What follows belongs to an exercise in optimizing a design on an open flow for small area and a short achievable clock period; a production flow would make more cautious choices.
The RTL was checked by simulation tests, not by an equivalence proof against the original design.
No activity file was given, so power comes from the tool's default toggle rates.

--- flow/config.mk ---
export PLATFORM = sky130hd
export DESIGN_NAME = risc_v_superscalar
export DESIGN_NICKNAME = risc_v_superscalar
export VERILOG_FILES = /design/flow/design.v
export SDC_FILE = /design/flow/constraint.sdc
export NUM_CORES = 8
export LEC_CHECK = 0
export CAP_MARGIN = 30
export CORE_MARGIN = 2
export CORE_UTILIZATION = 40
export CTS_CLUSTER_DIAMETER = 120
export CTS_CLUSTER_SIZE = 22
export PLACE_DENSITY = 0.6
export SLEW_MARGIN = 30
--- flow/constraint.sdc ---
create_clock -name core_clock -period 95.0 [get_ports {clk}]
set_input_delay 19.0000 -clock core_clock [delete_from_list [all_inputs] [get_ports {clk}]]
set_output_delay 19.0000 -clock core_clock [all_outputs]
set_load 0.01 [all_outputs]
--- flow/design.v ---
package riscv_pkg;
typedef enum bit[6:0]{ 
    R_TYPE = 7'b0110011, 
    I_TYPE = 7'b0010011, 
    S_TYPE = 7'b0100011,
    B_TYPE = 7'b1100011, 
    J_TYPE = 7'b1101111, 
    U_TYPE = 7'b0010111, 
    JALR   = 7'b1100111,
    LW     = 7'b0000011,
    LUI    = 7'b0110111
} Opcode_enum;
typedef struct packed {
   logic [31:0] rs1_data;  
   logic [31:0] rs2_data;  
   logic rs1_data_valid;   
   logic rs2_data_valid;  
   logic [5:0] rs1_tag;    
   logic [5:0] rs2_tag;   
   logic [5:0] rd_tag;     
} queue_data;
typedef struct packed {
   queue_data common_data;
   logic [6:0] opcode;
   logic [2:0] func3;
   logic [6:0] func7;
} int_queue_data;
typedef struct packed {
	queue_data common_data;
	logic [31:0] imm;
	logic load_or_store_signal;
	logic [2:0] func3;
} lw_sw_queue_data;
typedef struct packed {
   logic [31:0]  cdb_data;
   logic [5:0]   cdb_tag;
   logic         cdb_valid;
   logic         cdb_branch;
   logic         cdb_branch_taken;
} cdb_bus;
typedef struct packed {
    logic          issueque_ready;
    logic [31:0]   issueque_rs_data;
    logic [31:0]   issueque_rt_data;
    logic [5:0]    issueque_rd_tag;
    logic [6:0]    issueque_opcode;
    logic [2:0]    func3;
    logic [6:0]    func7;
    logic          issueblk_done;     
} int_issue_data_exec_unit;
typedef struct packed {
    logic          issueque_ready;
    logic [31:0]   issueque_rs_data;
    logic [31:0]   issueque_rt_data;
    logic [5:0]    issueque_rd_tag;
    logic [2:0]    issueque_opcode;
    logic          issueblk_done;     
} int_data_exec_unit;
typedef struct packed {
   logic        valid;
   logic [2:0]  opcode;
   logic [5:0]  rd_tag;
   logic [5:0]  rs_tag;
   logic [31:0] rs_data;
   logic        rs_val;
   logic [5:0]  rt_tag;
   logic [31:0] rt_data;
   logic        rt_val;
} entry_issue_queue_t;
typedef struct packed {
   logic        valid;
   logic [6:0]  opcode;
   logic [2:0]  func3;
   logic [6:0]  func7;
   logic [5:0]  rd_tag;
   logic [5:0]  rs_tag;
   logic [31:0] rs_data;
   logic        rs_val;
   logic [5:0]  rt_tag;
   logic [31:0] rt_data;
   logic        rt_val;
} entry_int_issue_queue_t;
typedef struct packed {
   logic        valid;
   lw_sw_queue_data lw_sw_data;
} entry_issue_mem_queue_t;
typedef struct packed {
    logic          issueque_ready;
    logic [31:0]   issueque_rs_data;
    logic [31:0]   issueque_imm;
    logic [31:0]   issueque_rt_data;
    logic [5:0]    issueque_rd_tag;
    logic     		 issueque_opcode;
    logic          issueblk_done;     
} mem_data_exec_unit;
endpackage
module fetchq (
	input  logic         clk,
	input  logic         rst_q,       
	input  logic         flush,       
	input  logic         wr,          
	input  logic [127:0] din,
	input  logic         nl,          
	input  logic [1:0]   rw,          
	output logic [31:0]  instr
);
logic [1:0]        pw, pr;
logic [2:0][127:0] fm;
logic [2:0]        wen;
logic [127:0]      line;
for (genvar k = 0; k < 3; k++) begin : ent
	assign wen[k] = (rst_q | flush) ? (k == 0) : (wr && pw == k);
	always_ff @(posedge clk)
		if (wen[k])
			fm[k] <= din;
end
always_ff @(posedge clk) begin
	pw <= (rst_q | flush) ? 2'd1 : (wr ? ((pw == 2'd2) ? 2'd0 : pw + 2'd1) : pw);
	pr <= (rst_q | flush) ? 2'd0 : (nl ? ((pr == 2'd2) ? 2'd0 : pr + 2'd1) : pr);
end
assign line  = (pr == 2'd0) ? fm[0] : ((pr == 2'd1) ? fm[1] : fm[2]);
assign instr = line[rw*32 +: 32];
endmodule
module tagf (
	input  logic       clk,
	input  logic       rst_q,       
	input  logic       rd,          
	input  logic       wv,          
	input  logic [5:0] wtag,
	output logic [5:0] tagout
);
logic [6:0] rp, wp;
logic       aw;                     
logic [63:0][5:0] mem;
logic [63:0] wen, oh;
logic       ow, ff, we;
assign ff = (wp[5:0] == rp[5:0]) & (wp[6] ^ rp[6]);
assign we = ~ff & wv;
for (genvar i = 0; i < 64; i++) begin : slot
	assign wen[i] = we & (wp[5:0] == i);
	always_ff @(posedge clk)
		if (wen[i])
			mem[i] <= wtag;
	assign oh[i] = (rp[5:0] == i);
end
assign ow = aw | (rp[5:0] < wp[5:0]);
always_comb begin
	tagout = 6'd0;
	for (int i = 0; i < 64; i++)
		tagout = tagout | (mem[i] & {6{oh[i]}});
	if (!ow)
		tagout = rp[5:0];
end
always_ff @(posedge clk) begin
	rp <= rst_q ? 7'd0  : rp + {6'd0, rd};
	wp <= rst_q ? 7'd64 : wp + {6'd0, we};
	aw <= ~rst_q & (aw | (we & (wp[5:0] == 6'd63)));
end
endmodule
module rstab (
	input  logic        clk,
	input  logic        rst_q,
	input  logic [4:0]  rs1, rs2,
	input  logic        ren,         
	input  logic [4:0]  rd,
	input  logic [5:0]  ntag,
	input  logic        cv,
	input  logic [5:0]  ctag,
	output logic        v1, v2,
	output logic [5:0]  t1, t2,
	output logic [31:1] hp           
);
logic [31:1]       rv;
logic [31:1][5:0]  rt;
logic [31:1]       hit, wen;
logic [31:0]       rv_x;
logic [31:0][5:0]  rt_x;
always_comb begin
	for (int i = 1; i < 32; i++)
		hit[i] = cv & rv[i] & (rt[i] == ctag);
	hp = '0;
	for (int i = 1; i < 32; i++)
		if (hit[i]) hp = 31'd1 << (i - 1);
end
for (genvar i = 1; i < 32; i++) begin : reg_
	assign wen[i] = ren & (rd == i);
	always_ff @(posedge clk) begin
		rv[i] <= ~rst_q & (wen[i] | (rv[i] & ~hp[i]));
		if (wen[i])
			rt[i] <= ntag;
	end
end
assign rv_x = {rv, 1'b0};
assign rt_x = {rt, 6'd0};
assign v1 = rv_x[rs1];
assign v2 = rv_x[rs2];
assign t1 = rt_x[rs1];
assign t2 = rt_x[rs2];
endmodule
module regf (
	input  logic        clk,
	input  logic        rst_q,
	input  logic [4:0]  rs1, rs2,
	input  logic [31:1] we,
	input  logic [31:0] wd,
	output logic [31:0] r1, r2
);
logic [31:1]       w;
logic [31:1][31:0] rf;
logic [31:1]       o1, o2;
for (genvar i = 1; i < 32; i++) begin : word
	always_ff @(posedge clk) begin
		w[i] <= ~rst_q & (w[i] | we[i]);
		if (we[i])
			rf[i] <= wd;
	end
	assign o1[i] = (rs1 == i) & w[i];
	assign o2[i] = (rs2 == i) & w[i];
end
always_comb begin
	r1 = ((rs1 == 5'd2) && !w[2]) ? 32'h7fffeffc : 32'd0;
	r2 = ((rs2 == 5'd2) && !w[2]) ? 32'h7fffeffc : 32'd0;
	for (int i = 1; i < 32; i++) begin
		r1 = r1 | (rf[i] & {32{o1[i]}});
		r2 = r2 | (rf[i] & {32{o2[i]}});
	end
end
endmodule
module sq #(
    parameter int OPW = 4
) (
    input  logic           clk,
    input  logic           rst_q,       
    input  logic           ins,         
    input  logic [OPW-1:0] n_op,
    input  logic [5:0]     n_rd,
    input  logic           n_v1,
    input  logic [31:0]    n_d1,
    input  logic           n_v2,
    input  logic [31:0]    n_d2,
    input  logic           cdb_valid,
    input  logic [5:0]     cdb_tag,
    input  logic [31:0]    cdb_data,
    input  logic           issue,       
    output logic           ready_c,
    output logic           full,
    output logic           ready_n,
    output logic [OPW-1:0] op_n,
    output logic [5:0]     rd_n,
    output logic [31:0]    a_n,
    output logic [31:0]    b_n
);
logic [3:0]            v, vp, vn;
logic [3:0][OPW-1:0]   op, opn;
logic [3:0][5:0]       rd, rdn;
logic [3:0]            v1, v2, v1w, v2w, v1n, v2n;
logic [3:0][31:0]      d1, d2, d1w, d2w, d1n, d2n;
logic [3:0]            rdy, rdyn, sh;
logic [1:0]            sel, seln;
always_comb begin
    for (int i = 0; i < 4; i++)
        rdy[i] = v[i] & v1[i] & v2[i];
    sel = 2'd0;
    for (int i = 0; i < 4; i++)
        if (rdy[i]) sel = i[1:0];
end
assign ready_c = |rdy;
assign full    = (&v) & ~issue;
always_comb begin
    for (int i = 0; i < 4; i++) begin
        v1w[i] = v1[i];
        d1w[i] = d1[i];
        v2w[i] = v2[i];
        d2w[i] = d2[i];
        if (cdb_valid && !v1[i] && d1[i][5:0] == cdb_tag) begin
            v1w[i] = 1'b1;
            d1w[i] = cdb_data;
        end
        if (cdb_valid && !v2[i] && d2[i][5:0] == cdb_tag) begin
            v2w[i] = 1'b1;
            d2w[i] = cdb_data;
        end
    end
    vp = v;
    if (issue)
        vp[sel] = 1'b0;
    sh = 4'b0;
    if (ins && !full) begin
        sh[0] = 1'b1;
        for (int i = 1; i < 4; i++)
            sh[i] = sh[i-1] & vp[i-1];
    end
    vn = vp; opn = op; rdn = rd; v1n = v1w; v2n = v2w; d1n = d1w; d2n = d2w;
    for (int i = 1; i < 4; i++)
        if (sh[i]) begin
            vn[i] = vp[i-1]; opn[i] = op[i-1]; rdn[i] = rd[i-1];
            v1n[i] = v1w[i-1]; v2n[i] = v2w[i-1]; d1n[i] = d1w[i-1]; d2n[i] = d2w[i-1];
        end
    if (sh[0]) begin
        vn[0] = 1'b1; opn[0] = n_op; rdn[0] = n_rd;
        v1n[0] = n_v1; v2n[0] = n_v2; d1n[0] = n_d1; d2n[0] = n_d2;
    end
end
always_ff @(posedge clk) begin
    v <= rst_q ? 4'b0 : vn; op <= opn; rd <= rdn; v1 <= v1n; v2 <= v2n; d1 <= d1n; d2 <= d2n;
end
always_comb begin
    for (int i = 0; i < 4; i++)
        rdyn[i] = vn[i] & v1n[i] & v2n[i];
    seln = 2'd0;
    for (int i = 0; i < 4; i++)
        if (rdyn[i]) seln = i[1:0];
end
assign ready_n = |rdyn;
assign op_n    = opn[seln];
assign rd_n    = rdn[seln];
assign a_n     = d1n[seln];
assign b_n     = d2n[seln];
endmodule
module mq (
    input  logic        clk,
    input  logic        rst_q,
    input  logic        ins,
    input  logic        n_st,
    input  logic [5:0]  n_rd,
    input  logic        n_v1,
    input  logic [5:0]  n_t1,
    input  logic [31:0] n_d1,
    input  logic        n_v2,
    input  logic [5:0]  n_t2,
    input  logic [31:0] n_d2,
    input  logic [11:0] n_imm,
    input  logic        cdb_valid,
    input  logic [5:0]  cdb_tag,
    input  logic [31:0] cdb_data,
    input  logic        issue,
    output logic        ready_c,
    output logic        full,
    output logic        ready_n,
    output logic        valid_n,     
    output logic        st_n,
    output logic [5:0]  rd_n,
    output logic [31:0] rs_n,
    output logic [31:0] rt_n,
    output logic [11:0] imm_n
);
logic [3:0]        v, vw, vn, st, stn;
logic [3:0][5:0]   rd, rdn, t1, t1n, t2, t2n;
logic [3:0]        v1, v2, v1w, v2w, v1n, v2n;
logic [3:0][31:0]  d1, d2, d1w, d2w, d1n, d2n;
logic [3:0][11:0]  imm, immn;
logic [1:0]        old, oldn;
always_comb begin
    old = 2'd0;
    for (int i = 0; i < 4; i++)
        if (v[i]) old = i[1:0];
end
assign ready_c = v[old] & v1[old] & v2[old];
assign full    = (&v) & ~issue;
always_comb begin
    for (int i = 0; i < 4; i++) begin
        v1w[i] = v1[i];
        d1w[i] = d1[i];
        v2w[i] = v2[i];
        d2w[i] = d2[i];
        if (cdb_valid && !v1[i] && t1[i] == cdb_tag) begin
            v1w[i] = 1'b1;
            d1w[i] = cdb_data;
        end
        if (cdb_valid && !v2[i] && t2[i] == cdb_tag) begin
            v2w[i] = 1'b1;
            d2w[i] = cdb_data;
        end
    end
    vw = v;
    if (issue)
        vw[old] = 1'b0;
    vn = vw; stn = st; rdn = rd; t1n = t1; t2n = t2; v1n = v1w; v2n = v2w; d1n = d1w; d2n = d2w; immn = imm;
    if (ins && !full) begin
        for (int i = 1; i < 4; i++) begin
            vn[i] = vw[i-1]; stn[i] = st[i-1]; rdn[i] = rd[i-1]; t1n[i] = t1[i-1]; t2n[i] = t2[i-1];
            v1n[i] = v1w[i-1]; v2n[i] = v2w[i-1]; d1n[i] = d1w[i-1]; d2n[i] = d2w[i-1]; immn[i] = imm[i-1];
        end
        vn[0] = 1'b1; stn[0] = n_st; rdn[0] = n_rd; t1n[0] = n_t1; t2n[0] = n_t2;
        v1n[0] = n_v1; v2n[0] = n_v2; d1n[0] = n_d1; d2n[0] = n_d2; immn[0] = n_imm;
    end
end
always_ff @(posedge clk) begin
    v <= rst_q ? 4'b0 : vn; st <= stn; rd <= rdn; t1 <= t1n; t2 <= t2n;
    v1 <= v1n; v2 <= v2n; d1 <= d1n; d2 <= d2n; imm <= immn;
end
always_comb begin
    oldn = 2'd0;
    for (int i = 0; i < 4; i++)
        if (vn[i]) oldn = i[1:0];
end
assign valid_n = |vn;
assign ready_n = vn[oldn] & v1n[oldn] & v2n[oldn];
assign st_n    = stn[oldn];
assign rd_n    = rdn[oldn];
assign rs_n    = d1n[oldn];
assign rt_n    = d2n[oldn];
assign imm_n   = immn[oldn];
endmodule
module alu (
	input  logic [3:0]  op,
	input  logic [31:0] a, b,
	output logic [31:0] y,
	output logic        br,
	output logic        taken
);
localparam logic [3:0] A_SUB  = 4'd1;
localparam logic [3:0] A_SLT  = 4'd2;
localparam logic [3:0] A_XOR  = 4'd3;
localparam logic [3:0] A_OR   = 4'd4;
localparam logic [3:0] A_AND  = 4'd5;
localparam logic [3:0] A_SLL  = 4'd6;
localparam logic [3:0] A_SRL  = 4'd7;
localparam logic [3:0] A_SLLI = 4'd8;
localparam logic [3:0] A_SRLI = 4'd9;
localparam logic [3:0] A_BEQ  = 4'd10;
localparam logic [3:0] A_BNE  = 4'd11;
localparam logic [3:0] A_BNO  = 4'd12;
logic        sub, left, zero_sh;
logic [31:0] s, sa, sr, sl;
logic        lt;
assign sub  = (op == A_SUB) | (op == A_SLT);
assign s    = a + (sub ? ~b : b) + {31'd0, sub};
assign lt   = (a[31] != b[31]) ? a[31] : s[31];
assign left = (op == A_SLL) | (op == A_SLLI);
assign zero_sh = ((op == A_SLL) | (op == A_SRL)) & (|b[31:5]);
always_comb begin
	for (int i = 0; i < 32; i++) sa[i] = left ? a[31-i] : a[i];
	sr = sa >> b[4:0];
	for (int i = 0; i < 32; i++) sl[i] = left ? sr[31-i] : sr[i];
	case (op)
		A_SLT:   y = {31'd0, lt};
		A_XOR:   y = a ^ b;
		A_OR:    y = a | b;
		A_AND:   y = a & b;
		A_SLL, A_SRL, A_SLLI, A_SRLI: y = zero_sh ? 32'd0 : sl;
		default: y = s;
	endcase
end
assign br    = (op == A_BEQ) | (op == A_BNE) | (op == A_BNO);
assign taken = (op == A_BEQ) ? (a == b) : ((op == A_BNE) ? (a != b) : 1'b0);
endmodule
module dmem (
	input  logic        clk,
	input  logic        rst_q,
	input  logic        we,
	input  logic [4:0]  wa,
	input  logic [31:0] wd,
	input  logic [4:0]  ra,
	output logic [31:0] rdata
);
logic [31:0]       w, wen, oh;
logic [31:0][31:0] ram;
for (genvar i = 0; i < 32; i++) begin : word
	assign wen[i] = we & (wa == i);
	always_ff @(posedge clk) begin
		w[i] <= ~rst_q & (w[i] | wen[i]);
		if (wen[i])
			ram[i] <= wd;
	end
end
always_comb begin
	for (int i = 0; i < 32; i++)
		oh[i] = (ra == i[4:0]) & w[i];
	rdata = 32'd0;
	for (int i = 0; i < 32; i++)
		rdata = rdata | (ram[i] & {32{oh[i]}});
	if (we && wa == ra)
		rdata = wd;
end
endmodule
module mulp (
    input  logic        clk,
    input  logic [31:0] a,
    input  logic [31:0] b,
    input  logic [5:0]  tag,
    output logic [31:0] p,
    output logic [5:0]  pt
);
logic [31:0] ma, mb, p1, p2;
logic [5:0]  mt, t1, t2;
logic [31:0] prod;
mulc core (.a(ma), .b(mb), .p(prod));
always_ff @(posedge clk) begin
    ma <= a;
    mb <= b;
    mt <= tag;
    p1 <= prod;
    t1 <= mt;
    p2 <= p1;
    t2 <= t1;
    p  <= p2;
    pt <= t2;
end
endmodule
module mulc (input logic [31:0] a, b, output logic [31:0] p);
logic [15:0] one, two, neg;
logic [15:0][31:0] row;
always_comb begin
	for (int i = 0; i < 16; i++) begin
		logic bm1, b0, b1;
		bm1 = (i == 0) ? 1'b0 : b[2*i-1];
		b0  = b[2*i];
		b1  = b[2*i+1];
		one[i] = b0 ^ bm1;
		two[i] = (b1 & ~b0 & ~bm1) | (~b1 & b0 & bm1);
		neg[i] = b1 & ~(b0 & bm1);
		row[i] = '0;
		for (int j = 0; j < 32 - 2*i; j++)
			row[i][j + 2*i] = ((one[i] & a[j]) | (two[i] & ((j == 0) ? 1'b0 : a[j-1]))) ^ neg[i];
	end
	p = 32'd0;
	for (int i = 0; i < 16; i++)
		p = p + row[i] + ({31'd0, neg[i]} << (2*i));
end
endmodule
module divp #(
    parameter logic [31:0] BND = (32'd1 << 5)  | (32'd1 << 11) | (32'd1 << 15) | (32'd1 << 19) |
                                 (32'd1 << 22) | (32'd1 << 25) | (32'd1 << 28)
) (
    input  logic        clk,
    input  logic [31:0] a,       
    input  logic [31:0] b,       
    input  logic [5:0]  tag,
    output logic [31:0] q,
    output logic [5:0]  qt
);
for (genvar j = 1; j <= 32; j++) begin : st
    logic [j-1:0] rc, ro;        
    logic [31:0]  nqc, nqo;      
    logic [31:0]  dd;            
    logic [31:0]  dout;
    logic [5:0]   tin, tout;
    logic [j-1:0] tt;
    logic [j:0]   sb;
    logic         hz, ge;
    logic [31:0]  nqi;
    if (j == 1) begin : first
        assign nqi = a;
        assign dd  = b;
        assign tin = tag;
        assign tt  = nqi[31];
    end else begin : next
        assign nqi = st[j-1].nqo;
        assign dd  = st[j-1].dout;
        assign tin = st[j-1].tout;
        assign tt  = {st[j-1].ro, nqi[31]};
    end
    if (j < 32) begin : hzc
        assign hz = ~|dd[31:j];
    end else begin : hzl
        assign hz = 1'b1;
    end
    assign sb  = {1'b0, tt} - {1'b0, dd[j-1:0]};
    assign ge  = hz & ~sb[j];
    assign rc  = ge ? sb[j-1:0] : tt;
    assign nqc = {nqi[30:0], ge};
    if (BND[j-1]) begin : rg
        always_ff @(posedge clk) begin
            ro   <= rc;
            nqo  <= nqc;
            dout <= dd;
            tout <= tin;
        end
    end else begin : cb
        assign ro   = rc;
        assign nqo  = nqc;
        assign dout = dd;
        assign tout = tin;
    end
end
assign q  = st[32].nqo;
assign qt = st[32].tout;
endmodule
module risc_v_superscalar(
	input logic clk,
	input logic rst,
	output logic [27:0]  imem_line_addr,	 
	input  logic [127:0] imem_line,		 
	output logic [31:0]  cdb_data,
	output logic [5:0]   cdb_tag,
	output logic         cdb_valid,
	output logic         cdb_branch,
	output logic         cdb_branch_taken
);
localparam logic [6:0] OP_R    = 7'b0110011;
localparam logic [6:0] OP_I    = 7'b0010011;
localparam logic [6:0] OP_S    = 7'b0100011;
localparam logic [6:0] OP_B    = 7'b1100011;
localparam logic [6:0] OP_J    = 7'b1101111;
localparam logic [6:0] OP_U    = 7'b0010111;
localparam logic [6:0] OP_JALR = 7'b1100111;
localparam logic [6:0] OP_LW   = 7'b0000011;
localparam logic [6:0] OP_LUI  = 7'b0110111;
localparam logic [3:0] A_ADD  = 4'd0;
localparam logic [3:0] A_SUB  = 4'd1;
localparam logic [3:0] A_SLT  = 4'd2;
localparam logic [3:0] A_XOR  = 4'd3;
localparam logic [3:0] A_OR   = 4'd4;
localparam logic [3:0] A_AND  = 4'd5;
localparam logic [3:0] A_SLL  = 4'd6;    
localparam logic [3:0] A_SRL  = 4'd7;
localparam logic [3:0] A_SLLI = 4'd8;    
localparam logic [3:0] A_SRLI = 4'd9;
localparam logic [3:0] A_BEQ  = 4'd10;
localparam logic [3:0] A_BNE  = 4'd11;
localparam logic [3:0] A_BNO  = 4'd12;   
logic rst_q;    
always_ff @(posedge clk)
	rst_q <= rst;
logic [31:0] cp_data, cq_data, cn_data;
logic [5:0]  cp_tag, cq_tag, cn_tag;
logic        cp_valid, cq_valid, cn_valid, cp_branch, cq_branch, cn_branch, cp_taken, cq_taken, cn_taken;
logic [31:0] pcq, pcq_n;    
logic [31:0] pcx;           
always_ff @(posedge clk or posedge rst) begin
	if (rst) begin
		cp_data   <= '0;
		cp_tag    <= '0;
		cp_valid  <= 1'b0;
		cp_branch <= 1'b0;
		cp_taken  <= 1'b0;
		pcx       <= 32'd0;
	end else begin
		cp_data   <= rst_q ? 32'd0 : cn_data;
		cp_tag    <= rst_q ? 6'd0 : cn_tag;
		cp_valid  <= ~rst_q & cn_valid;
		cp_branch <= ~rst_q & cn_branch;
		cp_taken  <= ~rst_q & cn_taken;
		pcx       <= rst_q ? 32'h000010 : (pcq_n ^ 32'h400000);
	end
end
always_ff @(posedge clk) begin
	cq_data   <= rst_q ? 32'd0 : cn_data;
	cq_tag    <= rst_q ? 6'd0 : cn_tag;
	cq_valid  <= ~rst_q & cn_valid;
	cq_branch <= ~rst_q & cn_branch;
	cq_taken  <= ~rst_q & cn_taken;
end
assign pcq              = pcx ^ 32'h400000;
assign imem_line_addr   = pcq[31:4];
assign cdb_data         = cp_data;
assign cdb_tag          = cp_tag;
assign cdb_valid        = cp_valid;
assign cdb_branch       = cp_branch;
assign cdb_branch_taken = cp_taken;
logic [31:0] pco, pco_n;                  
logic [2:0]  wpl, wpl_n;                  
logic [4:0]  rp, rp_n;                    
logic        jmp, jmp_n;                  
logic        stall, stall_n;              
logic [31:0] tgt, tgt_n;                  
logic        lru, lru_n;
logic [4:1]  mv, mv_n;                    
logic [7:1]  dv, dv_n;                    
logic        we_q, we_n;                  
logic [4:0]  wa_q, wa_n;
logic [31:0] wd_q, wd_n;
always_ff @(posedge clk) begin
	pco   <= rst_q ? 32'h400004 : pco_n;
	wpl   <= rst_q ? 3'd1 : wpl_n;
	rp    <= rst_q ? 5'd1 : rp_n;
	jmp   <= ~rst_q & jmp_n;
	stall <= ~rst_q & stall_n;
	lru   <= rst_q | lru_n;
	mv    <= rst_q ? 4'd0 : mv_n;
	dv    <= rst_q ? 7'd0 : dv_n;
	we_q  <= ~rst_q & we_n;
	wa_q  <= wa_n;
	wd_q  <= wd_n;
end
logic iq_ins, xq_ins, dq_ins, mq_ins;
logic iq_rc, xq_rc, dq_rc, mq_rc;        
logic iq_full, xq_full, dq_full, mq_full;
logic iq_rn, xq_rn, dq_rn, mq_rn;        
logic is_int, is_mem, is_mult, is_div;   
logic in_int, in_mem, in_mult, in_div;   
logic        full, empty, rd_en, wr;
logic [1:0]  widx;
logic [31:0] instr, i2d;
assign full  = jmp ? 1'b0 : ((wpl[1:0] + 2'd1) == rp[3:2]);
assign empty = (wpl == rp[4:2]);
assign rd_en = ~stall | ~iq_full | ~mq_full | ~xq_full | ~dq_full;
assign wr    = ~full & rd_en;
assign widx  = jmp ? (rp[1:0] + 2'd1) : rp[1:0];
fetchq fetch_lines (
	.clk(clk), .rst_q(rst_q), .flush(jmp), .wr(wr), .din(imem_line),
	.nl(rp_n[4:2] != rp[4:2]), .rw(widx), .instr(instr)
);
assign i2d   = (empty | stall) ? 32'b0 : instr;
always_comb begin
	wpl_n = wpl;
	if (jmp)
		wpl_n = 3'd1;
	else if (wr)
		wpl_n = wpl + 3'd1;
	if (jmp)
		rp_n = {3'b000, tgt[3:2]};
	else if (rp[4:2] == 3'd0 || (rd_en && !empty))
		rp_n = rp + 5'd1;
	else
		rp_n = rp;
	pco_n = jmp ? tgt : (rd_en ? pco + 32'd4 : pco);
end
logic [6:0]  opc, f7;
logic [4:0]  rd, rs1, rs2;
logic [2:0]  f3;
logic        o_r, o_i, o_s, o_b, o_j, o_u, o_jalr, o_lw, o_lui;
logic        rd_en_dec;
logic [31:0] imm, bj;
assign opc = i2d[6:0];
assign rd  = i2d[11:7];
assign f3  = i2d[14:12];
assign rs1 = i2d[19:15];
assign rs2 = i2d[24:20];
assign f7  = i2d[31:25];
assign o_r    = opc == OP_R;
assign o_i    = opc == OP_I;
assign o_s    = opc == OP_S;
assign o_b    = opc == OP_B;
assign o_j    = opc == OP_J;
assign o_u    = opc == OP_U;
assign o_jalr = opc == OP_JALR;
assign o_lw   = opc == OP_LW;
assign o_lui  = opc == OP_LUI;
assign rd_en_dec = (o_r | o_i | o_u | o_j | o_lw) & (rd != 5'd0);
always_comb begin
	if (o_i | o_jalr | o_lw) imm = {{20{i2d[31]}}, i2d[31:20]};
	else if (o_b)            imm = {{20{i2d[31]}}, i2d[7], i2d[30:25], i2d[11:8], 1'b0};
	else if (o_s)            imm = {{21{i2d[31]}}, i2d[30:25], i2d[11:7]};
	else if (o_j)            imm = {{12{i2d[31]}}, i2d[19:12], i2d[20], i2d[30:21], 1'b0};
	else if (o_u)            imm = {i2d[31:12], 12'b0};
	else                     imm = 32'b0;
end
assign bj = pco + imm;
assign jmp_n   = o_j | cq_taken;
assign tgt_n   = (o_b | o_j) ? bj : tgt;
always_ff @(posedge clk)
	if (o_b | o_j)
		tgt <= bj;
always_comb begin
	if (cq_branch && jmp) stall_n = 1'b0;
	else if (o_b)           stall_n = 1'b1;
	else if (cq_branch)     stall_n = 1'b0;
	else                    stall_n = stall;
end
assign pcq_n = jmp_n ? tgt_n : (pcq + (full ? 32'd0 : 32'd16));
logic [5:0] tagout;
tagf tag_fifo (.clk(clk), .rst_q(rst_q), .rd(rd_en_dec), .wv(cq_valid), .wtag(cq_tag), .tagout(tagout));
logic        v1, v2;
logic [5:0]  t1, t2;
logic [31:0] r1, r2;
logic [31:1] hp;
logic        sel1, sel2, val1, val2;
logic [31:0] d1, d2;
rstab status_table (
	.clk(clk), .rst_q(rst_q), .rs1(rs1), .rs2(rs2), .ren(rd_en_dec), .rd(rd), .ntag(tagout),
	.cv(cq_valid), .ctag(cq_tag), .v1(v1), .v2(v2), .t1(t1), .t2(t2), .hp(hp)
);
regf reg_file (.clk(clk), .rst_q(rst_q), .rs1(rs1), .rs2(rs2), .we(hp), .wd(cq_data), .r1(r1), .r2(r2));
assign sel1 = cq_valid & v1 & (t1 == cq_tag);
assign sel2 = cq_valid & v2 & (t2 == cq_tag);
assign d1   = sel1 ? cq_data : r1;
assign d2   = sel2 ? cq_data : r2;
assign val1 = ~v1 | sel1;
assign val2 = ~v2 | sel2;
logic [3:0]  aop;
logic [31:0] q1, q2;       
logic        iv2;
logic [31:0] id2;
always_comb begin
	aop = A_ADD;
	if (o_r) begin
		case ({f3, f7})
			10'b000_0100000: aop = A_SUB;
			10'b001_0000000: aop = A_SLL;
			10'b010_0000000: aop = A_SLT;
			10'b011_0000000: aop = A_SLT;
			10'b100_0000000: aop = A_XOR;
			10'b101_0100000: aop = A_SRL;
			10'b101_0000000: aop = A_SRL;
			10'b110_0000000: aop = A_OR;
			10'b111_0000000: aop = A_AND;
			default:         aop = A_ADD;
		endcase
	end else if (o_i) begin
		case (f3)
			3'b010, 3'b011: aop = A_SLT;
			3'b100:         aop = A_XOR;
			3'b110:         aop = A_OR;
			3'b111:         aop = A_AND;
			3'b001:         aop = A_SLLI;
			3'b101:         aop = A_SRLI;
			default:        aop = A_ADD;
		endcase
	end else if (o_b) begin
		case (f3)
			3'b000:  aop = A_BEQ;
			3'b001:  aop = A_BNE;
			default: aop = A_BNO;
		endcase
	end
end
assign q1  = val1 ? d1 : {26'd0, t1};
assign q2  = val2 ? d2 : {26'd0, t2};
assign iv2 = (o_i | o_lui) ? 1'b1 : val2;
assign id2 = (o_i | o_lui) ? imm : q2;
assign iq_ins = o_r ? !((f3 == 3'd4 || f3 == 3'd0) && f7 == 7'd1) : (o_i | o_lui | o_jalr | o_b | o_u);
assign xq_ins = o_r & (f3 == 3'd0) & (f7 == 7'd1);
assign dq_ins = o_r & (f3 == 3'd4) & (f7 == 7'd1);
assign mq_ins = o_lw | o_s;
logic [3:0]  iq_op;
logic [5:0]  iq_rd, xq_rd, dq_rd, mq_rd;
logic [31:0] iq_a, iq_b, xq_a, xq_b, dq_a, dq_b, mq_rs, mq_rt;
logic [11:0] mq_imm;
logic        mq_vn, mq_st;
logic        xq_op_unused, dq_op_unused;
sq #(.OPW(4)) int_q (
	.clk(clk), .rst_q(rst_q), .ins(iq_ins),
	.n_op(aop), .n_rd(tagout), .n_v1(val1), .n_d1(q1), .n_v2(iv2), .n_d2(id2),
	.cdb_valid(cq_valid), .cdb_tag(cq_tag), .cdb_data(cq_data),
	.issue(is_int), .ready_c(iq_rc), .full(iq_full),
	.ready_n(iq_rn), .op_n(iq_op), .rd_n(iq_rd), .a_n(iq_a), .b_n(iq_b)
);
sq #(.OPW(1)) mult_q (
	.clk(clk), .rst_q(rst_q), .ins(xq_ins),
	.n_op(1'b0), .n_rd(tagout), .n_v1(val1), .n_d1(q1), .n_v2(val2), .n_d2(q2),
	.cdb_valid(cq_valid), .cdb_tag(cq_tag), .cdb_data(cq_data),
	.issue(is_mult), .ready_c(xq_rc), .full(xq_full),
	.ready_n(xq_rn), .op_n(xq_op_unused), .rd_n(xq_rd), .a_n(xq_a), .b_n(xq_b)
);
sq #(.OPW(1)) div_queue (
	.clk(clk), .rst_q(rst_q), .ins(dq_ins),
	.n_op(1'b0), .n_rd(tagout), .n_v1(val1), .n_d1(q1), .n_v2(val2), .n_d2(q2),
	.cdb_valid(cq_valid), .cdb_tag(cq_tag), .cdb_data(cq_data),
	.issue(is_div), .ready_c(dq_rc), .full(dq_full),
	.ready_n(dq_rn), .op_n(dq_op_unused), .rd_n(dq_rd), .a_n(dq_a), .b_n(dq_b)
);
mq mem_q (
	.clk(clk), .rst_q(rst_q), .ins(mq_ins),
	.n_st(~o_lw), .n_rd(tagout), .n_v1(val1), .n_t1(t1), .n_d1(d1),
	.n_v2(o_lw | val2), .n_t2(t2), .n_d2(d2), .n_imm(imm[11:0]),
	.cdb_valid(cq_valid), .cdb_tag(cq_tag), .cdb_data(cq_data),
	.issue(is_mem), .ready_c(mq_rc), .full(mq_full),
	.ready_n(mq_rn), .valid_n(mq_vn), .st_n(mq_st), .rd_n(mq_rd),
	.rs_n(mq_rs), .rt_n(mq_rt), .imm_n(mq_imm)
);
always_comb begin
	is_int = 1'b0; is_mem = 1'b0; is_mult = 1'b0; is_div = 1'b0;
	if (dq_rc && !dv[7])
		is_div = 1'b1;
	else if (xq_rc && !dv[3])
		is_mult = 1'b1;
	else if (!(mv[4] | dv[7])) begin
		if (iq_rc && (lru || !mq_rc))
			is_int = 1'b1;
		else if (mq_rc)
			is_mem = 1'b1;
	end
end
assign lru_n = is_int ? 1'b0 : (is_mem ? 1'b1 : lru);
assign mv_n  = {mv[3:1], is_mult};
assign dv_n  = {dv[6:1], is_div};
always_comb begin
	in_int = 1'b0; in_mem = 1'b0; in_mult = 1'b0; in_div = 1'b0;
	if (dq_rn && !dv[6])
		in_div = 1'b1;
	else if (xq_rn && !dv[2])
		in_mult = 1'b1;
	else if (!(mv[3] | dv[6])) begin
		if (iq_rn && (lru_n || !mq_rn))
			in_int = 1'b1;
		else if (mq_rn)
			in_mem = 1'b1;
	end
end
logic [31:0] alu_y;
logic        ibr, btaken;
alu int_alu (.op(iq_op), .a(iq_a), .b(iq_b), .y(alu_y), .br(ibr), .taken(btaken));
logic [31:0] maddr;
logic        m_in1, m_gpio, m_stack;
logic [4:0]  ma;
logic [31:0] mdata;
assign maddr   = mq_rs + {{20{mq_imm[11]}}, mq_imm};
assign m_in1   = (maddr >= 32'h10010000) && (maddr < 32'h10040000);
assign m_gpio  = m_in1 && (maddr >= 32'h10010020) && (maddr <= 32'h10010038);
assign m_stack = !m_in1 && (maddr >= 32'h10040000) && (maddr < 32'h7fffeffc);
assign ma      = maddr[6:2] - (m_gpio ? 5'd8 : (m_stack ? 5'd10 : 5'd0));
logic [31:0] ram_q;
dmem data_mem (.clk(clk), .rst_q(rst_q), .we(we_q), .wa(wa_q), .wd(wd_q), .ra(ma), .rdata(ram_q));
assign we_n  = mq_vn & mq_st;
assign wa_n  = ma;
assign wd_n  = mq_rt;
assign mdata = m_gpio ? 32'd0 : ram_q;
logic [31:0] mul_res, div_res;
logic [5:0]  mul_t, div_t;
mulp mul_unit (.clk(clk), .a(xq_a), .b(xq_b), .tag(xq_rd), .p(mul_res), .pt(mul_t));
divp div_unit (.clk(clk), .a(dq_a), .b(dq_b), .tag(dq_rd), .q(div_res), .qt(div_t));
always_comb begin
	cn_data = 32'd0; cn_tag = 6'd0; cn_valid = 1'b0; cn_branch = 1'b0; cn_taken = 1'b0;
	if (in_int) begin
		if (ibr) begin
			cn_branch = 1'b1;
			cn_taken  = btaken;
		end else begin
			cn_data  = alu_y;
			cn_tag   = iq_rd;
			cn_valid = 1'b1;
		end
	end else if (in_mem) begin
		if (!mq_st) begin
			cn_data  = mdata;
			cn_tag   = mq_rd;
			cn_valid = 1'b1;
		end
	end else if (mv[3]) begin
		cn_data  = mul_res;
		cn_tag   = mul_t;
		cn_valid = 1'b1;
	end else if (dv[6]) begin
		cn_data  = div_res;
		cn_tag   = div_t;
		cn_valid = 1'b1;
	end
end
endmodule
--- flow/flow/run.sh ---
#!/bin/bash
# Layout flow. Every step is the standard flow (standard.sh), with these changes:
#  1. Synthesis: the standard synthesis runs first (synth_standard.log). Then the design is
#     synthesized again in orfs_area/ with ORFS's synthesis, each module on its own
#     (SYNTH_HIERARCHICAL 1, flattened at the end by synth_recipe.tcl), and with one file changed
#     in a copy of ORFS's scripts: abc_speed.script is replaced by abc_map.script, an ABC script
#     that maps for area (no buffering or gate sizing towards ABC's delay target; the layout's
#     timing repair sizes the gates that need it). match_regs.py checks that both netlists have
#     the same registers (the same names up to Yosys's cell-type tag, each in the same cell type)
#     and gives them the standard synthesis's names; only then does this netlist replace the
#     standard one. Otherwise the standard netlist is kept.
#  2. Layout (standard_place.log up to placement, standard.log after it): the port buffers are buf_4 cells (buffer_ports picks a clkdlybuf4s50
#     delay cell otherwise), and timing repair (after CTS and after global routing) works on every
#     path longer than 20 ns, and antenna repair after detailed routing may take up to 10 rounds
#     (ORFS's default is 5). The constraints stay the design's (95 ns clock, same I/O delays).
#  3. After placement, place_outputs.tcl (place_outputs.log) moves each CDB port register, which
#     drives only its port's buffer, next to that buffer and legalizes the placement again.
# Each tool's output goes to the logs named above and ORFS's own logs under orfs*/logs.
set -euo pipefail
W=$PWD
R=$W/orfs/results/$FLOW_PLATFORM/risc_v_superscalar/base
RA=$W/orfs_area/results/$FLOW_PLATFORM/risc_v_superscalar/base

bash standard.sh synth > synth_standard.log 2>&1
cp "$R/1_2_yosys.v" netlist_standard.v

rm -rf scripts_area
cp -r "$FLOW_HOME/scripts" scripts_area
cp flow/abc_map.script scripts_area/abc_speed.script
sed -e "s#WORK_HOME=[^ ]*#WORK_HOME=$W/orfs_area SCRIPTS_DIR=$W/scripts_area SYNTH_HIERARCHICAL=1#" standard.sh > synth_area.sh
if bash synth_area.sh synth > synth_area.log 2>&1 &&
   python3 flow/match_regs.py netlist_standard.v "$RA/1_2_yosys.v" netlist_area.v > match_regs.log 2>&1; then
  cp netlist_area.v "$R/1_2_yosys.v"
  rm -f "$R/1_synth.odb" "$R/1_synth.sdc"
  echo "area netlist used" >> match_regs.log
else
  echo "standard netlist kept" >> match_regs.log
fi

ARGS=("BUFFER_PORTS_ARGS=-buffer_cell sky130_fd_sc_hd__buf_4" SETUP_SLACK_MARGIN=75 MAX_REPAIR_ANTENNAS_ITER_DRT=10)
bash standard.sh "${ARGS[@]}" place > standard_place.log 2>&1
PLACE_ODB="$R/3_place.odb" openroad -no_init -exit flow/place_outputs.tcl > place_outputs.log 2>&1
bash standard.sh "${ARGS[@]}" finish > standard.log 2>&1
--- flow/flow/abc_map.script ---
strash
&get -n
&fraig -x
&put
scorr
dc2
strash
&get -n
&syn4
&dch -f
&nf -R 1000 -p
&put
--- flow/flow/match_regs.py ---
#!/usr/bin/env python3
"""Name the registers of a second synthesis of the same design as the standard synthesis names them.

usage: match_regs.py STANDARD.v OTHER.v OUT.v

Both netlists are Yosys-written, flattened, mapped to sky130 cells. A register is an instance of a
flip-flop cell (sky130_fd_sc_hd__df*, edf*, sdf*); it is identified by its instance name without
Yosys's cell-type tag ($_..._), or by the net on its Q pin when Yosys named it by number. The
script exits with status 1, writing nothing, unless both netlists have the same registers: the same
identities, each in the same cell type, and nothing but Q as a register output. Otherwise it writes
OTHER.v to OUT.v with each register instance renamed to the standard netlist's name for it (any
other instance that would clash with such a name gets a new name).
"""
import re
import sys

INST = re.compile(r'^(\s*)(sky130_fd_sc_hd__\w+)\s+(\\\S+|[A-Za-z_][\w$]*)\s*\(\s*$')
PIN = re.compile(r'\.(\w+)\(\s*(.*?)\s*\)')
FLOP = re.compile(r'^sky130_fd_sc_hd__(e?df|sdf)\w*$')


def parse(path):
    lines = open(path).read().split('\n')
    insts = []   # (line index, cell, name, {pin: net})
    i = 0
    while i < len(lines):
        m = INST.match(lines[i])
        if m:
            cell, name = m.group(2), m.group(3)
            j = i
            body = []
            while not lines[j].rstrip().endswith(');'):
                j += 1
                body.append(lines[j])
            pins = dict(PIN.findall(' '.join(body)))
            insts.append((i, cell, name, pins))
            i = j + 1
        else:
            i += 1
    return lines, insts


def key(name, q):
    """A register's identity: its instance name without Yosys's cell-type tag ($_..._), or, for an
    instance Yosys named by number, its Q net."""
    if name.startswith('_'):
        return 'Q:' + q
    return re.sub(r'\$_[A-Z0-9_]+_\s*$', '', name.rstrip())


def regs(insts, path):
    out = {}
    for _, cell, name, pins in insts:
        if FLOP.match(cell):
            outs = [p for p in pins if p in ('Q', 'Q_N')]
            if outs != ['Q']:
                sys.exit(f'{path}: register {name} ({cell}) does not drive exactly its Q pin')
            k = key(name, pins['Q'])
            if k in out:
                sys.exit(f'{path}: two registers with key {k}')
            out[k] = (name, cell)
    return out


def main():
    std_path, oth_path, out_path = sys.argv[1:4]
    _, std_insts = parse(std_path)
    oth_lines, oth_insts = parse(oth_path)
    std = regs(std_insts, std_path)
    oth = regs(oth_insts, oth_path)
    if set(std) != set(oth):
        sys.exit(f'register names differ: {len(std)} vs {len(oth)}, '
                 f'{sorted(set(std) ^ set(oth))[:10]}')
    for q in std:
        if std[q][1] != oth[q][1]:
            sys.exit(f'register {q}: cell {std[q][1]} vs {oth[q][1]}')
    wanted = {oth[q][0]: std[q][0] for q in std}          # other name -> standard name
    reg_names = set(wanted.values())
    used = {name for _, _, name, _ in oth_insts}
    renames = {}
    for _, cell, name, _ in oth_insts:
        if name in wanted:
            renames[name] = wanted[name]
        elif name in reg_names:
            k = 0
            while f'{name}_m{k}' in used or f'{name}_m{k}' in reg_names:
                k += 1
            renames[name] = f'{name}_m{k}'
            used.add(renames[name])
    if len(set(renames.values())) != len(renames):
        sys.exit('renaming would give two instances one name')

    def fmt(n):
        return n + ' ' if n.startswith('\\') else n

    for idx, cell, name, _ in oth_insts:
        if name in renames:
            ind = INST.match(oth_lines[idx]).group(1)
            oth_lines[idx] = f'{ind}{cell} {fmt(renames[name])} ('
    open(out_path, 'w').write('\n'.join(oth_lines))
    print(f'{len(std)} registers matched, {sum(1 for n in renames if n in wanted and renames[n] != n)} '
          f'renamed, {sum(1 for n in renames if n not in wanted)} other instances renamed')


main()
--- flow/flow/place_outputs.tcl ---
# Moves each register that drives only an output port's buffer (the CDB port registers cp_*)
# next to that buffer, then legalizes the placement. Reads and writes the ODB named by
# $::env(PLACE_ODB).
read_db $::env(PLACE_ODB)
set block [ord::get_db_block]
set n 0
foreach inst [$block getInsts] {
  if {![string match "cp_*" [$inst getName]]} continue
  set loads {}
  foreach it [$inst getITerms] {
    if {[[$it getMTerm] getName] ne "Q"} continue
    foreach it2 [[$it getNet] getITerms] {
      if {[$it2 isInputSignal]} { lappend loads [$it2 getInst] }
    }
  }
  if {[llength $loads] != 1 || ![string match "output*" [[lindex $loads 0] getName]]} continue
  set loc [[lindex $loads 0] getLocation]
  $inst setLocation [lindex $loc 0] [lindex $loc 1]
  incr n
}
puts "moved $n port registers"
detailed_placement
check_placement
write_db $::env(PLACE_ODB)
--- flow/standard.sh ---
#!/bin/bash
# synth_recipe.tcl (not shown) runs the flow's synth.tcl, then flattens the netlist and writes it again
# the make line also repeats each setting of config.mk as NAME=value (left out here)
make -C /OpenROAD-flow-scripts/flow DESIGN_CONFIG=/design/flow/config.mk WORK_HOME=/design/flow/orfs CLKGATE_MAP_FILE= SYNTH_SCRIPT=/design/flow/synth_recipe.tcl "${@:-finish}"
==> reports/qor.yml, run 1 <==
status: "timing/DRC/antenna clean"
setup_slack_ps: 74420
vias_per_cell: 6.48
grt_pass1_wl_mm: 1380
antenna_found_initial: 111
rr_startpoint: "jmp"
first_iter_violations: 31911
firstDrtPassIters: 16
cts_tree: "done"
crit_fanout: 2
die_h_um: 783
drc: 0
critPathMaxStageDelay_ps: 430
grt-ovfl-total: 0
clk_pin_slew_ps: 80
dp_hpwl_mm: 631
skew_ps: 100
vdd_drop_max_uv: 44.0
synth_nets: 22457
io_pins: 199
leakage_nw: 98.7
p_per_area_nw_per_um2: 27.0
cts_sinks: 5408
netlist_instances: 21276
cts_made_buffers: 287
pre_cts_ws_ps: 74560
fin_nets: 23583
crit_path_start_kind: "flip-flop"
grt.total_usage: 0.308
cts.path.max_buffers: 4
drv_slew: 0
critPathCaptureType: "output port"
worstPathCellList: "buf_6"
grt_start_max_net_pins: 178
area_delta_synth_final_pct: 11.0
fin_util: 0.445
drive_above_1_share: 0.0727
finalSetupViolCount: 0
die-area_um2: 613000
grt_pass1_vias: 186852
ys.warnings.count: 13
h-tree-depth: 5
port_buffers: 198
wire_per_inst_um: 32.1
timing_worst_setup_path_type: "reg -> out"
cp.required_ps: 76000
synth_area_um2: 243000
cp.arrival_ps: 1580
gp_congestion: 0.967
cp_top_family: "flip-flops"
hold_class: "reg -> reg"
fin_crit_sh: 0.217
slew_headroom: 0.209
vias: 198974
core-area_um2: 605000
tightest_slew_ps: 1190
fp.dieW_um: 783
fmax_ghz: 0.0486
worstSetupStartpoint: "pcx[27]"
cp_slowest_cell: "dfrtp_2"
clock_latency_ps: 1070
synth_area_per_cell_um2: 11.4
path_buf_inv: 1
num_rows: 286
rsz0062_at_grt: "true"
wl_mm: 986
initial_core_util: 0.401
min_from: "div_unit.st[23].nqo[14]"
ctsHoldBuffers: 0
hold_viol: 0
drtAntennaViolNets: 0
cts_root_buffer: "clkbuf_16"
tns_ps: 0
maxCapViolations: 0
min_period_ps: 20580
-- registers in the layout (all words and copies together) (netlist names), 42 cells and up, named ones only --
| name | count |
|---|---|
| data_mem.ram | 1024 |
| reg_file.rf | 992 |
| fetch_lines.fm | 384 |
| tag_fifo.mem | 384 |
| div_unit.st.dout | 224 |
| div_unit.st.nqo | 224 |
| status_table.rt | 186 |
| div_unit.st.ro | 132 |
| div_queue.d1 | 128 |
| div_queue.d2 | 128 |
| int_q.d1 | 128 |
| int_q.d2 | 128 |
| mem_q.d1 | 128 |
| mem_q.d2 | 128 |
| mult_q.d1 | 128 |
| mult_q.d2 | 128 |
| mem_q.imm | 48 |
| div_unit.st.tout | 42 |
-- path summary, 6_finish.rpt --
check | endpoint | slack (ps) | depth (start not counted)
max reg2reg | cq_data[6] | 76050 | 73
min | div_unit.st[26].nqo[17] | 280 | 0
max in group asynchronous | cp_data[7] | 75530 | 3
min in group asynchronous | cp_valid | 18070 | 2
max | imem_line_addr[23] | 74420 | 1
min reg2reg | div_unit.st[26].nqo[17] | 280 | 0
-- where the power goes --
part / internal (mW) / switching [mW]
clock network: 0.581 / 0.789
registers: 2.75 / 0.170
logic: 0.804 / 2.18
total: 4.13 / 3.14
-- cell type report --
class / count / area [um2]
clock buffer: 440 / 7840
multi-input combinational: 14951 / 101000
inverter: 858 / 3260
sequential: 5408 / 139000
tap: 8064 / 10100
timing repair buffer: 896 / 7180
antenna: 77 / 193
clock inverter: 30 / 418
fill: 55976 / 336000
-- repair_timing --
item / 4_1_cts / 5_1_grt
gates resized for setup: 70 / 9
endpoints found under the setup margin: 69 / 107
setup buffers: 27 / 5
endpoints found under the hold margin: 0 / 0
pin swaps: 0 / 2
-- placed cells by master (no fill, tap or decap), drive strengths merged, types with 71 or more instances in the layout --
master,instances
a211oi,272
a21o,312
a21oi,1534
a221o,96
a221oi,293
a222oi,409
a22o,277
a22oi,1808
and2,121
and3,158
buf,896
clkbuf,440
clkinv,865
dfxtp,2317
diode,77
edfxtp,3022
fa,234
ha,817
mux2,170
mux2i,312
nand2,2311
nand2b,149
nand3,191
nand4,382
nor2,1773
nor2b,147
nor3,191
nor4,125
o211ai,77
o21ai,708
o21bai,185
o221ai,102
o22ai,502
or3,71
xnor2,589
xor2,294
-- stage by stage --
step	area, um2	cells	hold WS, ps	total power, mW
final	269000	30724	277	7.27
after global routing	269000	30677	279	7.49
after CTS	269000	30641	253	7.14
after detailed placement	260000	30144	312	5.80
after global placement	260000	30131	310	5.76
after floorplan	243000	21276	310	4.33
-- routing by layer --
metal,up-vias,wire length (um),global-route usage,part of all wire
li1,84555,-,-,-
met1,97175,375000,0.405,0.38
met2,14142,411000,0.453,0.42
met3,3002,137000,0.101,0.14
met4,100,62900,0.154,0.064
met5,-,731,0,0.00074
==> run 2, diff against run 1 <==
--- a/flow/config.mk
+++ b/flow/config.mk
@@ -7,8 +7,8 @@
 export LEC_CHECK = 0
 export CAP_MARGIN = 30
 export CORE_MARGIN = 2
-export CORE_UTILIZATION = 40
+export CORE_UTILIZATION = 50
 export CTS_CLUSTER_DIAMETER = 120
 export CTS_CLUSTER_SIZE = 22
-export PLACE_DENSITY = 0.6
+export PLACE_DENSITY = 0.66
 export SLEW_MARGIN = 30
==> run 2 against run 1 <==
Non-clock buffer count fell by 16; synthesized area did not move; first-iteration DRC count rose by 13%; clock power barely moved; sequential share of layout area rose by 0.35 points; via count barely moved; die area fell by 20%; register-to-register slack got worse by 280 ps; synthesized cell count did not move; count of clock-buffer cells in the layout fell by 13; cell count fell by 5.4%; critical path type unchanged; highest routed layer unchanged.
==> reports/qor.yml, run 2 <==
status: "timing/DRC/antenna clean"  # unchanged
cts_root_buffer: "clkbuf_16"  # unchanged
hold_class: "reg -> reg"  # unchanged
synth_area_per_cell_um2: 11.4  # unchanged
cp.required_ps: 76000  # about the same
drtAntennaViolNets: 0  # unchanged
largest_reg_flops: 1024  # unchanged
switching_power_mw: 2.84  # was 3.14 mW
fmax_ghz: 0.0486  # about the same
antenna_found_initial: 109  # was 111
worstPathCellList: "buf_6"  # unchanged
vdd_drop_max_uv: 34.4  # was 44.0 uV
first_iter_violations: 36129  # was 31911
critPathCaptureType: "output port"  # unchanged
registers.top_by_ff_count: "data_mem.ram"  # unchanged
min_period_ps: 20570  # was 20580 ps
netlist_instances: 21276  # unchanged
cts.path.max_buffers: 4  # unchanged
synth_nets: 22457  # unchanged
wire_per_inst_um: 32.7  # was 32.1 um
dp_hpwl_mm: 602  # was 631 mm
port_buffers: 198  # unchanged
drive_above_1_share: 0.0718  # was 0.0727
firstDrtPassIters: 14  # was 16
grt_pass1_vias: 185692  # was 186852
p_per_area_nw_per_um2: 25.9  # was 27.0 nW/um2
met3_length_mm: 137  # about the same
switching_share: 0.409  # was 0.431
skew_ps: 139  # was 100 ps
initial_core_util: 0.503  # was 0.401
vias_per_cell: 6.85  # was 6.48
reg.largest.list: "data_mem.ram: 1024 flops, reg_file.rf: 992 flops"  # unchanged
tightest_slew_ps: 1180  # was 1190 ps
clock_latency_ps: 1080  # was 1070 ps
cp.arrival_ps: 1570  # was 1580 ps
cp_top_family: "flip-flops"  # unchanged
synth_area_um2: 243000  # unchanged
top_layer_used: "met5"  # unchanged
internal_power_mw: 4.10  # was 4.13 mW
crit_path_start_kind: "flip-flop"  # unchanged
grt.total_usage: 0.373  # was 0.308
fp.dieW_um: 701  # was 783 um
wl_met2_mm: 392  # was 411 mm
slew_headroom: 0.215  # was 0.209
fin_crit_sh: 0.216  # was 0.217
maxCapViolations: 0  # unchanged
clkPwrFrac: 0.200  # was 0.188
final_cell_mix: "3022 x edfxtp_1, 2304 x nand2_1, 2242 x dfxtp_1"  # was 3022 x edfxtp_1, 2305 x nand2_1, 2244 x dfxtp_1
io_pins: 199  # unchanged
comb_power_share: 0.379  # was 0.410
vias: 199069  # was 198974
cts_tree: "done"  # unchanged
path_buf_inv: 1  # unchanged
wl_mm: 952  # was 986 mm
gp_congestion: 1.01  # was 0.967
critPathMaxStageDelay_ps: 400  # was 430 ps
drc: 0  # unchanged
num_rows: 255  # was 286
cp_slowest_cell: "dfrtp_1"  # was dfrtp_2
area_delta_synth_final_pct: 10.3  # was 11.0%
grt_start_max_net_pins: 108  # was 178
leakage_nw: 98.8  # was 98.7 nW
h-tree-depth: 5  # unchanged
postLayoutCellArea_um2: 268000  # was 269000 um2
placed_area_um2: 258000  # was 260000 um2
final_common_cell: "edfxtp_1"  # unchanged
fin_nets: 23569  # was 23583
regArea_um2: 139000  # about the same
rsz0062_at_grt: "true"  # unchanged
grt-ovfl-total: 0  # unchanged
seqPwrFrac: 0.420  # was 0.402
grt_pass1_wl_mm: 1340  # was 1380 mm
drt-met1-wl_mm: 353  # was 375 mm
ys.warnings.count: 13  # unchanged
drv_slew: 0  # unchanged
fillers: 40833  # was 55976
finalSetupViolCount: 0  # unchanged
cts_made_buffers: 289  # was 287
hold_viol: 0  # unchanged
die-area_um2: 491000  # was 613000 um2
tns_ps: 0  # unchanged
cts_sinks: 5408  # unchanged
die_h_um: 701  # was 783 um
core-area_um2: 483000  # was 605000 um2
timing_worst_setup_path_type: "reg -> out"  # unchanged
crit_fanout: 1  # was 2
clk_pin_slew_ps: 90  # was 80 ps
multiInputGateArea_um2: 101000  # about the same
## run 2: power groups by stage
stage / clock (mW) / sequential (mW) / combinational [mW]
CTS: 1.39 / 2.91 / 2.51
detailed placement: 0 / 2.96 / 2.49
floorplan: 0 / 2.94 / 1.39
finish: 1.39 / 2.92 / 2.63
global placement: 0 / 2.95 / 2.47
global route: 1.47 / 2.93 / 2.74
## run 2: area by class of cell
type,instances,share of cell area
clock buffers,427,0.0294
well taps,6425,0.0300
clock inverters,36,0.00262
flip-flops and latches,5408,0.520
diodes,87,0.000814
multi-input cells,14951,0.379
repair buffers,880,0.0265
inverters,858,0.0122
## run 2: metal layers
layer  up-vias  track usage
li1      84532            -
met1     96370        0.492
met2     14835        0.538
met3      3240        0.121
met4        92        0.215
met5         -     0.000784
## run 2: through the flow
step | std cells | power [mW] | utilization | hold WS (ps) | worst slack (ps)
2_1_floorplan | 21276 | 4.33 | - | 310 | 75210
3_3_place_gp | 28461 | 5.42 | 0.534 | 311 | 74680
3_5_place_dp | 28467 | 5.45 | 0.534 | 312 | 74660
4_1_cts | 28958 | 6.81 | 0.553 | 293 | 74380
5_1_grt | 29030 | 7.14 | 0.554 | 303 | 74390
6_report | 29072 | 6.94 | 0.554 | 260 | 74430
## run 2: repair_timing
| action | in CTS | in global routing |
|---|---|---|
| hold buffers | 0 | 0 |
| resized for setup | 69 | 15 |
| endpoints found under the setup margin | 69 | 132 |
| setup buffers | 28 | 14 |
| hold endpoints to repair | 0 | 0 |
| pin swaps | 0 | 3 |
## run 2: final timing paths
check	start	endpoint	slack [ps]	depth (start not counted)
worst max-delay path	cp_data[19]	cdb_data[19]	74430	1
worst min-delay path	div_unit.st[26].nqo[1]	div_unit.st[29].nqo[4]	260	0
worst max register to register	jmp	cq_data[31]	75770	68
worst min register to register	div_unit.st[26].nqo[1]	div_unit.st[29].nqo[4]	260	0
max in group asynchronous	rst	pcx[14]	75690	3
min in group asynchronous	rst	cp_data[28]	18080	2

[afterwards: timing with drivers on the ports]
The flow's constraints put no driver on any port. The routed layouts listed below were extracted and timed again, unchanged, in two steps. Step 1: set_driving_cell puts a clkbuf_16 on clk and a buf_2 on each other input, an assumption about the parent block. Step 2, shift: input delay + t, output delay - t, t = (earliest + latest rising clock arrival at the registers) / 2. This alone moves slack from input paths to output paths. a / b / c = ideal ports / drivers / drivers and shift; a / b = the first two.
run | t, ns | setup slack, ns | hold slack, ns | worst setup path after step 2
run 1 | 1.164 | 74.416 / 74.272 / 74.488 | 0.277 / 0.277 / 0.277 | input, reset recovery
run 2 | 1.134 | 74.434 / 74.309 / 74.660 | 0.260 / 0.260 / 0.260 | input, reset recovery
After both steps setup and hold are still met in every run listed. The worst setup slack also covers recovery checks on asynchronous resets.
